What follows belongs to an exercise in optimizing a design on an open flow for small area and few clock cycles; a production flow would make more cautious choices. RTL that was checked went through simulation tests only; none was proved equivalent to the original. Power is estimated from default activity; no workload was simulated.

==> inputs of job 8239 <==
==> flow/design.v (excerpt) <==
module FC (
  input             clk,
  input             rst_n,
  input             start_FC,
  output            end_FC,
  output     [15:0] ram_addr_w,
  output     [7:0]  ram_data_w,
  output            ram_en,
  output            ram_wea,
  output     [8:0]  rom_addr_row,
  input      [31:0] rom_data_row,
  output            rom_en_row,
  output     [14:0] rom_addr_rw,
  input      [7:0]  rom_data_rw,
  output            rom_en_rw,
  output     [15:0] ram_addr_r,
  input      [7:0]  ram_data_r,
  output            ram_en_r,
  output     [7:0]  NN_out_male,
  output     [7:0]  NN_out_female
);
  genvar i;
  reg        run;
  reg        ph;
  reg [10:0] cnt;
  reg [7:0]  ra;                  
  reg [14:0] waddr;
  reg [25:0] acc;
  reg        c0r, c1r;
  reg [25:0] P;
  reg        mb;
  reg        gc2, kstep, phold;
  reg [7:0]  r1 [0:11];
  reg [7:0]  r2 [0:7];
  wire l1 = ~ra[7] | (ra[6:4] == 3'd0);         
  wire l3 = ra[7] & ra[5] & (ra[4] | ra[3]);    
  wire l2 = ~l1 & ~l3;
  wire last = ra[7] & ra[5] & ra[3] & (ra[2] | (ra[1] & ra[0]));    
  wire m0    = ~ph & (cnt == 11'd0);
  wire mclr  = ~ph & (cnt == 11'd1);
  wire mbis  = ~ph & (l1 ? (cnt == 11'd1600) : l2 ? (cnt == 11'd12) : (cnt == 11'd8));
  wire mend  = ~ph & (l1 ? (cnt == 11'd1601) : l2 ? (cnt == 11'd13) : (cnt == 11'd9));
  wire gend  = ph & (l1 ? (cnt == 11'd30) : l2 ? (cnt == 11'd33) : last ? (cnt == 11'd30) : (cnt == 11'd29));
  wire mfetch = ph & (cnt[10:5] == 6'd0) & (cnt[4:0] != 5'd0) & (cnt[4:0] <= 5'd26);
  assign rom_addr_row = {1'b0, ra};
  assign rom_en_row   = 1'b1;
  assign rom_addr_rw  = waddr;
  assign rom_en_rw    = 1'b1;
  assign ram_addr_r   = {5'd0, cnt};
  assign ram_en_r     = 1'b1;
  wire use_a = run & ~ph & ~mend;
  wire [7:0] a_sel = ~use_a ? (mend ? {{2{rom_data_row[5]}}, rom_data_row[5:0]} : 8'd0)
                   : (l1 ? ram_data_r : (l2 ? r1[0] : r2[0]));
  wire [7:0] w_sel = mend ? 8'd1 : rom_data_rw;
  wire [25:0] acc_a = mclr ? ~{{5{rom_data_row[20]}}, rom_data_row[20:0]} : acc;
  wire [25:0] acc_n;
  wire c0n, c1n;
  fc_mac u_mac (.x(w_sel), .y(a_sel), .A(acc_a), .cin(mclr), .en(~ph),
                .c0i(c0r & ~mclr), .c1i(c1r & ~mclr), .S(acc_n), .c0o(c0n), .c1o(c1n));
  wire [26:0] pa = gc2 ? 27'd0 : {P[25], P};
  ...
export LEC_CHECK = 0
export CAP_MARGIN = 20
export CORE_MARGIN = 2
export CORE_UTILIZATION = 70
export CTS_BUF_LIST = sky130_fd_sc_hd__clkbuf_8
export CTS_CLUSTER_DIAMETER = 60
export CTS_CLUSTER_SIZE = 16
export PLACE_DENSITY = 0.85
export SLEW_MARGIN = 20
export SYNTH_HIERARCHICAL = 1
export SYNTH_MINIMUM_KEEP_SIZE = 0
create_clock -name core_clock -period 11.0 [get_ports {clk}]
standard.sh (not shown) runs the stock make flow with config.mk's settings and CLKGATE_MAP_FILE= SYNTH_SCRIPT=/design/flow/synth_recipe.tcl, a recipe that flattens the netlist after the stock synthesis.
==> flow/flow/run.sh <==
#!/bin/bash
set -euo pipefail
cd "$(dirname "$0")/.."
export BUFFER_PORTS_ARGS="-buffer_cell sky130_fd_sc_hd__buf_1"
bash standard.sh > standard_flow.log 2>&1
==> job 4799: changes against job 8239 <==
--- a/flow/design.v
+++ b/flow/design.v
@@ -19,34 +19,48 @@
   output     [7:0]  NN_out_male,
   output     [7:0]  NN_out_female
 );
   genvar i;
   reg        run;
   reg        ph;
   reg [10:0] cnt;
-  reg [7:0]  ra;                  
+  reg [7:0]  b3;                  
   reg [14:0] waddr;
   reg [25:0] acc;
   reg        c0r, c1r;
   reg [25:0] P;
   reg        mb;
-  reg        gc2, kstep, phold;
   reg [7:0]  r1 [0:11];
   reg [7:0]  r2 [0:7];
-  wire l1 = ~ra[7] | (ra[6:4] == 3'd0);         
-  wire l3 = ra[7] & ra[5] & (ra[4] | ra[3]);    
+  wire l1 = ~b3[7] | (b3[6:4] == 3'd0);         
+  wire l3 = b3[7] & b3[5] & (b3[4] | b3[3]);    
   wire l2 = ~l1 & ~l3;
-  wire last = ra[7] & ra[5] & ra[3] & (ra[2] | (ra[1] & ra[0]));    
+  wire last = (b3 == 8'd171);
+  wire [2:0] bm = b3[2:0] - 3'd4;
+  wire [2:0] gp4 = {bm[1:0], 1'b0} + bm + 3'd4;
   wire m0    = ~ph & (cnt == 11'd0);
   wire mclr  = ~ph & (cnt == 11'd1);
   wire mbis  = ~ph & (l1 ? (cnt == 11'd1600) : l2 ? (cnt == 11'd12) : (cnt == 11'd8));
   wire mend  = ~ph & (l1 ? (cnt == 11'd1601) : l2 ? (cnt == 11'd13) : (cnt == 11'd9));
   wire gend  = ph & (l1 ? (cnt == 11'd30) : l2 ? (cnt == 11'd33) : last ? (cnt == 11'd30) : (cnt == 11'd29));
+  wire gc2   = ph & (cnt == 11'd2);
+  wire kstep = ph & (cnt == 11'd28);
+  wire phold = ~(ph & (cnt[10:5] == 6'd0) & (cnt[4:0] >= 5'd2) & (cnt[4:0] <= 5'd28));
   wire mfetch = ph & (cnt[10:5] == 6'd0) & (cnt[4:0] != 5'd0) & (cnt[4:0] <= 5'd26);
-  assign rom_addr_row = {1'b0, ra};
+  wire [1:0] j = ph ? 2'd0 : (m0 ? 2'd1 : (mend ? 2'd0 : 2'd2));
+  wire [8:0] row_full;
+  wire [8:0] rb3 = {1'b0, b3};
+  wire [9:0] rc;
+  assign rc[0] = 1'b0;
+  generate for (i = 0; i < 9; i = i + 1) begin : radd
+    wire jb = (i < 2) ? j[i] : 1'b0;
+    assign row_full[i] = rb3[i] ^ jb ^ rc[i];
+    assign rc[i+1] = (rb3[i] & jb) | (rb3[i] & rc[i]) | (jb & rc[i]);
+  end endgenerate
+  assign rom_addr_row = row_full;
   assign rom_en_row   = 1'b1;
   assign rom_addr_rw  = waddr;
   assign rom_en_rw    = 1'b1;
   assign ram_addr_r   = {5'd0, cnt};
   assign ram_en_r     = 1'b1;
   wire use_a = run & ~ph & ~mend;
   wire [7:0] a_sel = ~use_a ? (mend ? {{2{rom_data_row[5]}}, rom_data_row[5:0]} : 8'd0)
@@ -73,32 +87,31 @@
   assign cc[0] = 1'b1;
   generate for (i = 0; i < 11; i = i + 1) begin : cinc
     assign cnt_inc[i] = cnt[i] ^ cc[i];
     assign cc[i+1] = cnt[i] & cc[i];
   end endgenerate
   wire [14:0] wa_inc;
   wire [15:0] wc;
-  assign wc[0] = ~ph & ~mbis & ~mend;
+  assign wc[0] = 1'b1;
   generate for (i = 0; i < 15; i = i + 1) begin : winc
     assign wa_inc[i] = waddr[i] ^ wc[i];
     assign wc[i+1] = waddr[i] & wc[i];
   end endgenerate
-  wire [7:0] rd = {{5{mbis}}, mbis | gend, mbis, m0};
-  wire [7:0] ra_n;
-  wire [8:0] rcy;
-  assign rcy[0] = 1'b0;
-  generate for (i = 0; i < 8; i = i + 1) begin : radd
-    assign ra_n[i] = ra[i] ^ rd[i] ^ rcy[i];
-    assign rcy[i+1] = (ra[i] & rd[i]) | (ra[i] & rcy[i]) | (rd[i] & rcy[i]);
+  wire [7:0] b3_inc;
+  wire [8:0] bc;
+  assign b3_inc[0] = ~b3[0];
+  assign b3_inc[1] = ~(b3[1] ^ b3[0]);
+  assign bc[2] = b3[1] | b3[0];
+  generate for (i = 2; i < 8; i = i + 1) begin : binc
+    assign b3_inc[i] = b3[i] ^ bc[i];
+    assign bc[i+1] = b3[i] & bc[i];
   end endgenerate
-  wire g1to12 = (ra != 8'd109) & (l1 | (ra == 8'd145));    
+  wire g1to12 = (b3 != 8'd108) & (l1 | (b3 == 8'd144));
   wire ins1 = run & ((m0 & g1to12) | (last & ~ph & (cnt == 11'd2)) | (last & ph & (cnt == 11'd29)));
-  wire g12to20 = ~l1 & (l2 | (ra[7:2] == 6'd42));           
-  wire [2:0] bm = ra[2:0] - ((cnt[2:0] == 3'd0) ? 3'd5 : 3'd6);
-  wire [2:0] gp4 = {bm[1:0], 1'b0} + bm + 3'd4;
+  wire g12to20 = ~l1 & (l2 | (b3 == 8'd168));
   wire ins2 = run & ~ph & g12to20 & (cnt[10:3] == 8'd0) & (cnt[2:0] == gp4);
   wire wr = run & last & ph & (((cnt == 11'd29) | (cnt == 11'd30)));
   assign end_FC = run & last & ph & (cnt == 11'd30);
   assign ram_en = wr;
   assign ram_wea = wr;
   assign ram_addr_w = {15'd0, ~cnt[0]};
   assign ram_data_w = r1[11];
@@ -114,38 +127,36 @@
       run <= 1'b0;
     end
   end
   always @(posedge clk) begin
     if (!rst_n || !run) begin
       ph <= 1'b0;
       cnt <= 11'd0;
-      ra <= 8'd109;
+      b3 <= 8'd108;
       waddr <= 15'd2664;
     end else begin
       if (mend) begin
         ph <= 1'b1;
         cnt <= 11'd0;
       end else if (gend) begin
         ph <= 1'b0;
         cnt <= 11'd0;
+        b3 <= b3_inc;
       end else begin
         cnt <= cnt_inc;
       end
-      waddr <= wa_inc;
-      ra <= ra_n;
+      if (~ph & ~mbis & ~mend)
+        waddr <= wa_inc;
     end
   end
   always @(posedge clk) begin
     acc <= acc_n;
     c0r <= c0n;
     c1r <= c1n;
     mb <= mfetch & rom_data_row[cnt[4:0] - 5'd1];
-    gc2 <= ph & (cnt == 11'd1);
-    kstep <= ph & (cnt == 11'd27);
-    phold <= ~(ph & (cnt[10:5] == 6'd0) & (cnt[4:0] >= 5'd1) & (cnt[4:0] <= 5'd27));
     P <= psum[26:1];
     for (k = 0; k < 11; k = k + 1) r1[k] <= r1[k+1];
     r1[11] <= ins1 ? outb : r1[0];
     for (k = 0; k < 7; k = k + 1) r2[k] <= r2[k+1];
     r2[7] <= ins2 ? outb : r2[0];
   end
 endmodule
==> flow/config.mk (replaced) <==
export PLATFORM = sky130hd
export DESIGN_NAME = FC
export DESIGN_NICKNAME = FC
export VERILOG_FILES = /design/flow/design.v
export SDC_FILE = /design/flow/constraint.sdc
export NUM_CORES = 4
export LEC_CHECK = 0
export CAP_MARGIN = 20
export CORE_MARGIN = 2
export CORE_UTILIZATION = 60
export CTS_BUF_LIST = sky130_fd_sc_hd__clkbuf_8
export CTS_CLUSTER_DIAMETER = 60
export CTS_CLUSTER_SIZE = 16
export PLACE_DENSITY = 0.75
export SLEW_MARGIN = 20
export SYNTH_HIERARCHICAL = 1
export SYNTH_MINIMUM_KEEP_SIZE = 0
==> job 5736: changes against job 8239 <==
--- a/flow/design.v
+++ b/flow/design.v
@@ -22,52 +22,54 @@
   genvar i;
   reg        run;
   reg        ph;
   reg [10:0] cnt;
   reg [7:0]  ra;                  
   reg [14:0] waddr;
   reg [25:0] acc;
-  reg        c0r, c1r;
+  reg        c0r;
   reg [25:0] P;
   reg        mb;
-  reg        gc2, kstep, phold;
+  reg        gc1, kstep, phold;
   reg [7:0]  r1 [0:11];
   reg [7:0]  r2 [0:7];
   wire l1 = ~ra[7] | (ra[6:4] == 3'd0);         
   wire l3 = ra[7] & ra[5] & (ra[4] | ra[3]);    
   wire l2 = ~l1 & ~l3;
   wire last = ra[7] & ra[5] & ra[3] & (ra[2] | (ra[1] & ra[0]));    
   wire m0    = ~ph & (cnt == 11'd0);
   wire mclr  = ~ph & (cnt == 11'd1);
   wire mbis  = ~ph & (l1 ? (cnt == 11'd1600) : l2 ? (cnt == 11'd12) : (cnt == 11'd8));
   wire mend  = ~ph & (l1 ? (cnt == 11'd1601) : l2 ? (cnt == 11'd13) : (cnt == 11'd9));
-  wire gend  = ph & (l1 ? (cnt == 11'd30) : l2 ? (cnt == 11'd33) : last ? (cnt == 11'd30) : (cnt == 11'd29));
-  wire mfetch = ph & (cnt[10:5] == 6'd0) & (cnt[4:0] != 5'd0) & (cnt[4:0] <= 5'd26);
+  wire gend  = ph & (l1 ? (cnt == 11'd30) : l2 ? (cnt == 11'd33) : (cnt == 11'd29));
+  wire mfetch = ph & (cnt[10:5] == 6'd0);
+  wire [31:0] m0v = {6'd0, rom_data_row[25:0]};    
   assign rom_addr_row = {1'b0, ra};
   assign rom_en_row   = 1'b1;
   assign rom_addr_rw  = waddr;
   assign rom_en_rw    = 1'b1;
   assign ram_addr_r   = {5'd0, cnt};
   assign ram_en_r     = 1'b1;
   wire use_a = run & ~ph & ~mend;
   wire [7:0] a_sel = ~use_a ? (mend ? {{2{rom_data_row[5]}}, rom_data_row[5:0]} : 8'd0)
                    : (l1 ? ram_data_r : (l2 ? r1[0] : r2[0]));
   wire [7:0] w_sel = mend ? 8'd1 : rom_data_rw;
   wire [25:0] acc_a = mclr ? ~{{5{rom_data_row[20]}}, rom_data_row[20:0]} : acc;
   wire [25:0] acc_n;
-  wire c0n, c1n;
+  wire c0n;
   fc_mac u_mac (.x(w_sel), .y(a_sel), .A(acc_a), .cin(mclr), .en(~ph),
-                .c0i(c0r & ~mclr), .c1i(c1r & ~mclr), .S(acc_n), .c0o(c0n), .c1o(c1n));
-  wire [26:0] pa = gc2 ? 27'd0 : {P[25], P};
+                .c0i(c0r & ~mclr), .S(acc_n), .c0o(c0n));
+  wire [26:0] pa = gc1 ? 27'd0 : {P[25], P};
   wire [26:0] pk = l3 ? 27'd2656 : 27'h7ffe020;    
   wire [26:0] pb = ({27{mb}} & {acc[25], acc}) | ({27{kstep}} & pk) | ({27{phold}} & {P[25], P});
   wire [27:0] pc;
   wire [26:0] psum;
-  assign pc[0] = 1'b0;
-  generate for (i = 0; i < 27; i = i + 1) begin : padd
+  assign psum[0] = pa[0] ^ pb[0];
+  assign pc[1] = pa[0] & pb[0];
+  generate for (i = 1; i < 27; i = i + 1) begin : padd
     fc_fa u_fa (.a(pa[i]), .b(pb[i]), .c(pc[i]), .s(psum[i]), .co(pc[i+1]));
   end endgenerate
   wire clamp = P[25] & ~(&P[24:12]);
   wire [7:0] outb = clamp ? 8'h80 : P[12:5];
   wire [10:0] cnt_inc;
   wire [11:0] cc;
   assign cc[0] = 1'b1;
@@ -87,24 +89,24 @@
   wire [8:0] rcy;
   assign rcy[0] = 1'b0;
   generate for (i = 0; i < 8; i = i + 1) begin : radd
     assign ra_n[i] = ra[i] ^ rd[i] ^ rcy[i];
     assign rcy[i+1] = (ra[i] & rd[i]) | (ra[i] & rcy[i]) | (rd[i] & rcy[i]);
   end endgenerate
   wire g1to12 = (ra != 8'd109) & (l1 | (ra == 8'd145));    
-  wire ins1 = run & ((m0 & g1to12) | (last & ~ph & (cnt == 11'd2)) | (last & ph & (cnt == 11'd29)));
+  wire ins1 = run & ((m0 & g1to12) | (last & ~ph & (cnt == 11'd1)) | (last & ph & (cnt == 11'd28)));
   wire g12to20 = ~l1 & (l2 | (ra[7:2] == 6'd42));           
   wire [2:0] bm = ra[2:0] - ((cnt[2:0] == 3'd0) ? 3'd5 : 3'd6);
   wire [2:0] gp4 = {bm[1:0], 1'b0} + bm + 3'd4;
   wire ins2 = run & ~ph & g12to20 & (cnt[10:3] == 8'd0) & (cnt[2:0] == gp4);
-  wire wr = run & last & ph & (((cnt == 11'd29) | (cnt == 11'd30)));
-  assign end_FC = run & last & ph & (cnt == 11'd30);
+  wire wr = run & last & ph & (((cnt == 11'd28) | (cnt == 11'd29)));
+  assign end_FC = run & last & ph & (cnt == 11'd29);
   assign ram_en = wr;
   assign ram_wea = wr;
-  assign ram_addr_w = {15'd0, ~cnt[0]};
+  assign ram_addr_w = {15'd0, cnt[0]};
   assign ram_data_w = r1[11];
   assign NN_out_male = r1[11];
   assign NN_out_female = r1[10];
   integer k;
   always @(posedge clk) begin
     if (!rst_n) begin
       run <= 1'b0;
@@ -133,37 +135,34 @@
       waddr <= wa_inc;
       ra <= ra_n;
     end
   end
   always @(posedge clk) begin
     acc <= acc_n;
     c0r <= c0n;
-    c1r <= c1n;
-    mb <= mfetch & rom_data_row[cnt[4:0] - 5'd1];
-    gc2 <= ph & (cnt == 11'd1);
-    kstep <= ph & (cnt == 11'd27);
-    phold <= ~(ph & (cnt[10:5] == 6'd0) & (cnt[4:0] >= 5'd1) & (cnt[4:0] <= 5'd27));
+    mb <= mfetch & m0v[cnt[4:0]];
+    gc1 <= ph & (cnt == 11'd0);
+    kstep <= ph & (cnt == 11'd26);
+    phold <= ~(ph & (cnt[10:5] == 6'd0) & (cnt[4:0] <= 5'd26));
     P <= psum[26:1];
     for (k = 0; k < 11; k = k + 1) r1[k] <= r1[k+1];
     r1[11] <= ins1 ? outb : r1[0];
     for (k = 0; k < 7; k = k + 1) r2[k] <= r2[k+1];
     r2[7] <= ins2 ? outb : r2[0];
   end
 endmodule
 module fc_mac (
   input  [7:0]  x,
   input  [7:0]  y,
   input  [25:0] A,
   input         cin,
   input         en,
   input         c0i,
-  input         c1i,
   output [25:0] S,
-  output        c0o,
-  output        c1o
+  output        c0o
 );
   wire t1 = (x[0] & y[0]);
   wire t2 = (x[0] & y[1]);
   wire t3 = (x[1] & y[0]);
   wire t4 = (x[0] & y[2]);
   wire t5 = (x[1] & y[1]);
   wire t6 = (x[2] & y[0]);
@@ -372,22 +371,21 @@
   wire t209, t210;
   fc_ha u_t209 (.a(A[24]), .b(t75), .s(t209), .co(t210));
   wire t211, t212;
   fc_ha u_t211 (.a(A[25]), .b(t76), .s(t211), .co(t212));
   wire [25:0] ra = {t211, t209, t207, t205, t203, t201, t199, t197, t195, t193, t191, t189, t187, t185, t183, t181, t179, t177, t175, t173, t171, t169, t167, t165, t163, t161};
   wire [25:0] rb = {t210, t208, t206, t204, t202, t200, t198, t196, t194, t192, t190, t188, t186, t184, t182, t180, t178, t176, t174, t172, t170, t168, t166, t164, t162, cin};
   wire [26:0] cc;
-  assign cc[0] = 1'b0;
+  fc_ha u_ha0 (.a(ra[0]), .b(rb[0]), .s(S[0]), .co(cc[1]));
   genvar i;
-  generate for (i = 0; i < 26; i = i + 1) begin : cpa
-    wire ci = (i == 8) ? c0i : ((i == 16) ? c1i : cc[i]);
+  generate for (i = 1; i < 26; i = i + 1) begin : cpa
+    wire ci = (i == 13) ? c0i : cc[i];
     fc_fa u_fa (.a(ra[i]), .b(rb[i]), .c(ci), .s(S[i]), .co(cc[i+1]));
   end endgenerate
-  assign c0o = cc[8];
-  assign c1o = cc[16];
+  assign c0o = cc[13];
 endmodule
 module fc_fa (input a, input b, input c, output s, output co);
   assign s = a ^ b ^ c;
   assign co = (a & b) | (a & c) | (b & c);
 endmodule
 module fc_ha (input a, input b, output s, output co);
   assign s = a ^ b;
==> flow/flow/run.sh (replaced) <==
#!/bin/bash
set -euo pipefail
cd "$(dirname "$0")/.."
export BUFFER_PORTS_ARGS="-buffer_cell sky130_fd_sc_hd__buf_1"
export CTS_ARGS="-sink_clustering_enable -repair_clock_nets -sink_clustering_size 18 -sink_clustering_max_diameter 60 -buf_list sky130_fd_sc_hd__clkbuf_8 -dont_use_dummy_load"
bash standard.sh > standard_flow.log 2>&1
==> flow/config.mk (replaced) <==
export PLATFORM = sky130hd
export DESIGN_NAME = FC
export DESIGN_NICKNAME = FC
export VERILOG_FILES = /design/flow/design.v
export SDC_FILE = /design/flow/constraint.sdc
export NUM_CORES = 4
export LEC_CHECK = 0
export CAP_MARGIN = 20
export CORE_MARGIN = 2
export CORE_UTILIZATION = 80
export CTS_BUF_LIST = sky130_fd_sc_hd__clkbuf_8
export CTS_CLUSTER_DIAMETER = 60
export CTS_CLUSTER_SIZE = 18
export PLACE_DENSITY = 0.9
export SLEW_MARGIN = 20
export SYNTH_HIERARCHICAL = 1
export SYNTH_MINIMUM_KEEP_SIZE = 0
==> job 9772: changes against job 8239 <==
--- a/flow/design.v
+++ b/flow/design.v
@@ -37,15 +37,16 @@
   wire l2 = ~l1 & ~l3;
   wire last = ra[7] & ra[5] & ra[3] & (ra[2] | (ra[1] & ra[0]));    
   wire m0    = ~ph & (cnt == 11'd0);
   wire mclr  = ~ph & (cnt == 11'd1);
   wire mbis  = ~ph & (l1 ? (cnt == 11'd1600) : l2 ? (cnt == 11'd12) : (cnt == 11'd8));
   wire mend  = ~ph & (l1 ? (cnt == 11'd1601) : l2 ? (cnt == 11'd13) : (cnt == 11'd9));
   wire gend  = ph & (l1 ? (cnt == 11'd30) : l2 ? (cnt == 11'd33) : last ? (cnt == 11'd30) : (cnt == 11'd29));
-  wire mfetch = ph & (cnt[10:5] == 6'd0) & (cnt[4:0] != 5'd0) & (cnt[4:0] <= 5'd26);
+  wire mfetch = ph & (cnt[10:5] == 6'd0);
+  wire [31:0] m0v = {5'd0, rom_data_row[25:0], 1'b0};    
   assign rom_addr_row = {1'b0, ra};
   assign rom_en_row   = 1'b1;
   assign rom_addr_rw  = waddr;
   assign rom_en_rw    = 1'b1;
   assign ram_addr_r   = {5'd0, cnt};
   assign ram_en_r     = 1'b1;
   wire use_a = run & ~ph & ~mend;
@@ -134,15 +135,15 @@
       ra <= ra_n;
     end
   end
   always @(posedge clk) begin
     acc <= acc_n;
     c0r <= c0n;
     c1r <= c1n;
-    mb <= mfetch & rom_data_row[cnt[4:0] - 5'd1];
+    mb <= mfetch & m0v[cnt[4:0]];
     gc2 <= ph & (cnt == 11'd1);
     kstep <= ph & (cnt == 11'd27);
     phold <= ~(ph & (cnt[10:5] == 6'd0) & (cnt[4:0] >= 5'd1) & (cnt[4:0] <= 5'd27));
     P <= psum[26:1];
     for (k = 0; k < 11; k = k + 1) r1[k] <= r1[k+1];
     r1[11] <= ins1 ? outb : r1[0];
     for (k = 0; k < 7; k = k + 1) r2[k] <= r2[k+1];
==> flow/flow/run.sh (replaced) <==
#!/bin/bash
set -euo pipefail
cd "$(dirname "$0")/.."
export BUFFER_PORTS_ARGS="-buffer_cell sky130_fd_sc_hd__buf_1"
export CTS_ARGS="-sink_clustering_enable -repair_clock_nets -sink_clustering_size 16 -sink_clustering_max_diameter 60 -buf_list sky130_fd_sc_hd__clkbuf_8 -dont_use_dummy_load"
bash standard.sh > standard_flow.log 2>&1
==> flow/config.mk (replaced) <==
export PLATFORM = sky130hd
export DESIGN_NAME = FC
export DESIGN_NICKNAME = FC
export VERILOG_FILES = /design/flow/design.v
export SDC_FILE = /design/flow/constraint.sdc
export NUM_CORES = 4
export LEC_CHECK = 0
export CAP_MARGIN = 0
export CORE_MARGIN = 2
export CORE_UTILIZATION = 70
export CTS_BUF_LIST = sky130_fd_sc_hd__clkbuf_8
export CTS_CLUSTER_DIAMETER = 60
export CTS_CLUSTER_SIZE = 16
export PLACE_DENSITY = 0.85
export SLEW_MARGIN = 0
export SYNTH_HIERARCHICAL = 1
export SYNTH_MINIMUM_KEEP_SIZE = 0
==> results.txt <==
Relative contribution of sequential cells to total power: job 5736 0.533; job 8239 0.466; job 9772 0.522; job 4799 0.446
Sum of routed wire length over all layers: job 5736 29230 um; job 8239 22440 um; job 9772 21680 um; job 4799 22810 um
Proportion of netlist area held by the largest area contributor: job 5736 0.4629; job 8239 0.4571; job 9772 0.4608; job 4799 0.4388
Result of the run: job 5736 timing/DRC/antenna clean; job 8239 timing/DRC/antenna clean; job 9772 timing/DRC/antenna clean; job 4799 failed layout checks
Violated checks: job 5736 -; job 8239 -; job 9772 -; job 4799 negative setup slack
Syn avg cell area: job 5736 12.62 um^2; job 8239 12.61 um^2; job 9772 12.37 um^2; job 4799 11.87 um^2
Share of total power in combinational logic: job 5736 0.263; job 8239 0.354; job 9772 0.259; job 4799 0.352
Global Route met2 Usage: job 5736 0.7128; job 8239 0.4487; job 9772 0.4585; job 4799 0.3799
Total leakage power: job 5736 4.901 nW; job 8239 4.933 nW; job 9772 5.110 nW; job 4799 5.305 nW
Non-Clock Buffer Count: job 5736 127; job 8239 119; job 9772 117; job 4799 131
Post-synthesis sequential element count: job 5736 253; job 8239 254; job 9772 254; job 4799 251
DP Wirelength: job 5736 19140 um; job 8239 16220 um; job 9772 16410 um; job 4799 16910 um
Synth-to-Final Area Change: job 5736 6.850%; job 8239 7.254%; job 9772 6.667%; job 4799 7.911%
Count of cell types in the netlist: job 5736 59; job 8239 60; job 9772 54; job 4799 75
FF/Latch Area: job 5736 5066 um^2; job 8239 5085 um^2; job 9772 5085 um^2; job 4799 5029 um^2
Number of fill cells in the layout: job 5736 570; job 8239 1045; job 9772 1044; job 4799 1473
Required @ worst endpoint: job 5736 11.39 ns; job 8239 11.42 ns; job 9772 11.38 ns; job 4799 11.41 ns
Number of CTS-inserted buffers: job 5736 19; job 8239 21; job 9772 20; job 4799 21
RSZ-0062 raised after global routing: job 5736 no; job 8239 no; job 9772 no; job 4799 yes
Testbench counts of job 5736, summed over its fixed seeds: cycles 361,092.
Testbench counts of job 9772, summed over its fixed seeds: cycles 361,110.
No functional check of the RTL was part of job 8239 and job 4799.

## what the ideal ports hide
In the flow no input, the clock included, has a driving cell. The finished layouts below were timed again as built, in two steps. Step 1 (the two cells are an assumption about what drives the block):
set clk [get_ports {clk}]
set_driving_cell -lib_cell sky130_fd_sc_hd__clkbuf_16 $clk
set_driving_cell -lib_cell sky130_fd_sc_hd__buf_2 [delete_from_list [all_inputs] $clk]
Step 2, shift: input delay + t, output delay - t, t = (earliest + latest rising clock arrival at the registers) / 2. This alone moves slack from input paths to output paths. a / b / c = no drivers / after step 1 / after step 2; a / b = the first two.
run | t (ns) | setup slack, ns | worst setup path at the end | worst slew at a driven data input, ns | cell pins on the clock port's net
job 8239 | 0.559 | 0.227 / 0.227 / 0.227 | register to register | 0.05 | 1
job 4799 | 0.567 | -0.016 / -0.016 / -0.016 | register to register | 0.05 | 1
job 5736 | 0.554 | 0.203 / 0.203 / 0.203 | register to register | 0.05 | 1
job 9772 | 0.540 | 0.287 / 0.287 / 0.287 | register to register | 0.06 | 1
